From an optimization exercise on the open Yosys and OpenROAD flow, aimed at small area, a short achievable clock period and few clock cycles; shortcuts taken in it are not production practice.
Only simulation tests tie the RTL to the original design; equivalence was not proved.
No driver is modelled on the clock port, so clock power and skew are understated where the tree is cut down; a real chip needs a root buffer or a tree.
Power figures rest on the tool's default switching activity, not on a simulated workload.

// LBP
module LBP ( clk, reset, gray_addr, gray_req, gray_ready, gray_data, lbp_addr, lbp_valid, lbp_data, finish);
==> flow/config.mk <==
export PLATFORM = sky130hd
export DESIGN_NAME = LBP
export DESIGN_NICKNAME = LBP
export VERILOG_FILES = /design/flow/design.v
export SDC_FILE = /design/flow/constraint.sdc
export NUM_CORES = 4
export LEC_CHECK = 0
export CAP_MARGIN = 20
export CORE_MARGIN = 2
export CORE_UTILIZATION = 40
export SLEW_MARGIN = 20
==> flow/constraint.sdc <==
create_clock -name core_clock -period 4.0 [get_ports {clk}]
set_input_delay 0.8000 -clock core_clock [delete_from_list [all_inputs] [get_ports {clk}]]
set_output_delay 0.8000 -clock core_clock [all_outputs]
set_load 0.01 [all_outputs]
standard.sh (not shown) runs the stock make flow with config.mk's settings and CLKGATE_MAP_FILE= SYNTH_SCRIPT=/design/flow/synth_recipe.tcl, a recipe that flattens the netlist after the stock synthesis.
==> flow/flow/run.sh <==
#!/bin/bash
# Layout flow: the standard synthesis; its combinational logic re-mapped by
# flow/remap.tcl (flip-flops untouched); then the ORFS flow with the port buffers, the
# timing repair margins and a hand-built clock tree (flow/cts_manual.tcl, run in place of
# TritonCTS) chosen in flow/params.sh. Each tool's output is logged in this folder.
set -euo pipefail
W=$PWD
source flow/params.sh
bash standard.sh synth > synth.log 2>&1
R=$W/orfs/results/$FLOW_PLATFORM/LBP/base
cp "$R/1_2_yosys.v" "$W/standard_1_2_yosys.v"
LIB_FILE="$FLOW_HOME/platforms/$FLOW_PLATFORM/lib/sky130_fd_sc_hd__tt_025C_1v80.lib" \
NETLIST_IN="$W/standard_1_2_yosys.v" NETLIST_OUT="$W/remapped.v" \
DONT_USE="$(cat flow/dont_use.txt)" \
  yosys -c flow/remap.tcl > remap.log 2>&1
cp "$W/remapped.v" "$R/1_2_yosys.v"
make -C "$FLOW_HOME" DESIGN_CONFIG="$FLOW_CONFIG" WORK_HOME="$W/orfs" CLKGATE_MAP_FILE= \
  SYNTH_SCRIPT="$W/synth_recipe.tcl" PRE_CTS_TCL="$W/flow/cts_manual.tcl" "${PARAMS[@]}" \
  finish > layout.log 2>&1
: # left out here: write the final layout as DEF
==> flow/flow/params.sh <==
export MY_CTS_BUF=sky130_fd_sc_hd__clkbuf_8 MY_CTS_NX=4 MY_CTS_NY=2 MY_CTS_ROOT=sky130_fd_sc_hd__clkbuf_16
PARAMS=(
  CORE_UTILIZATION=50 CORE_MARGIN=2 CAP_MARGIN=20 SLEW_MARGIN=20
  SETUP_SLACK_MARGIN=2.4
  "BUFFER_PORTS_ARGS=-buffer_cell sky130_fd_sc_hd__buf_2"
)
Other scripts of this flow, unchanged in this note and not shown: flow/flow/cts_manual.tcl, flow/flow/dont_use.txt, flow/flow/remap.tcl
Testbench counts at the start, summed over its fixed seeds: cycles 172,048.
Rerun with:
==> flow/flow/params.sh (replaced) <==
export MY_CTS_BUF=sky130_fd_sc_hd__clkbuf_16 MY_CTS_NX=2 MY_CTS_NY=2 MY_CTS_ROOT=
PARAMS=(
  CORE_UTILIZATION=50 CORE_MARGIN=2 CAP_MARGIN=20 SLEW_MARGIN=20
  SETUP_SLACK_MARGIN=2.4
  "BUFFER_PORTS_ARGS=-buffer_cell sky130_fd_sc_hd__buf_2"
)
Synthesized cell count does not change.
Die area does not change.
Worst hold slack gains 20 ps.
Total power goes down by about 10%.
Final cell count goes down by 3.2%.
Sequential power goes up by about 3%.
First-iteration DRC count goes down by 12%.
Fmax goes up by 5.1%.
Via count goes down by about 2.6%.
Routed wire length goes down by 6.2%.
Sequential share of layout area goes up by 3.3 points.
Rerun with:
==> flow/flow/run.sh (replaced) <==
#!/bin/bash
set -euo pipefail
W=$PWD
source flow/params.sh
bash standard.sh synth > synth.log 2>&1
R=$W/orfs/results/$FLOW_PLATFORM/LBP/base
cp "$R/1_2_yosys.v" "$W/standard_1_2_yosys.v"
LIB_FILE="$FLOW_HOME/platforms/$FLOW_PLATFORM/lib/sky130_fd_sc_hd__tt_025C_1v80.lib" \
NETLIST_IN="$W/standard_1_2_yosys.v" NETLIST_OUT="$W/remapped.v" \
DONT_USE="$(cat flow/dont_use.txt)" \
  yosys -c flow/remap.tcl > remap.log 2>&1
cp "$W/remapped.v" "$R/1_2_yosys.v"
bash standard.sh PRE_CTS_TCL="$W/flow/cts_manual.tcl" \
  "BUFFER_PORTS_ARGS=-buffer_cell $PORT_BUF" finish > layout.log 2>&1
==> flow/flow/params.sh (replaced) <==
# clock tree of flow/cts_manual.tcl: MY_CTS_NX x MY_CTS_NY groups of flip-flops, each
# driven by one MY_CTS_BUF; MY_CTS_ROOT, if set, is a buffer between them and the port.
export MY_CTS_BUF=sky130_fd_sc_hd__clkbuf_16 MY_CTS_NX=2 MY_CTS_NY=2 MY_CTS_ROOT=
PORT_BUF=sky130_fd_sc_hd__buf_2
Settings changed: CORE_UTILIZATION 40 to 50, SETUP_SLACK_MARGIN set to 2.4.
Outcome:
- fmax is unchanged
- via count stays the same
- design area does not change
- routed wire length stays the same
- combinational power stays flat
- area after synthesis stays the same
- final cell count is unchanged
- global-route usage does not change
- utilization stays the same
- setup slack is unchanged
In every run of this note, the design's own scripts or RTL, not TritonCTS, make the clock network.

==> afterwards: timing with drivers on the ports <==
No port has a modelled driver above. Below, the same layouts with a new extraction and two added sets of constraints.
Step 1, drivers: a clkbuf_16 drives clk and a buf_2 each remaining input, both assumed.
Step 2 moves the port delays by t, midway between the first and last clock arrival at a register: inputs arrive t later, outputs are due t later. That takes back most of the time a late clock gives input paths.
Three values: ideal, step 1, step 2; two values: the first two.
| run | shift t [ns] | setup WS [ns] | hold WS [ns] | worst register clock-pin slew, ns | pins driven straight from the clock port |
|---|---|---|---|---|---|
| the first run | 0.366 | 2.320 / 2.286 / 2.406 | 0.308 / 0.294 / 0.320 | 0.11 / 0.11 | 1 |
| the second run | 0.255 | 2.401 / 2.363 / 2.401 | 0.328 / 0.328 / 0.328 | 0.12 / 0.12 | 4 |
| the third run | 0.255 | 2.401 / 2.363 / 2.401 | 0.328 / 0.328 / 0.328 | 0.12 / 0.12 | 4 |
After both steps every run listed still meets setup and hold.
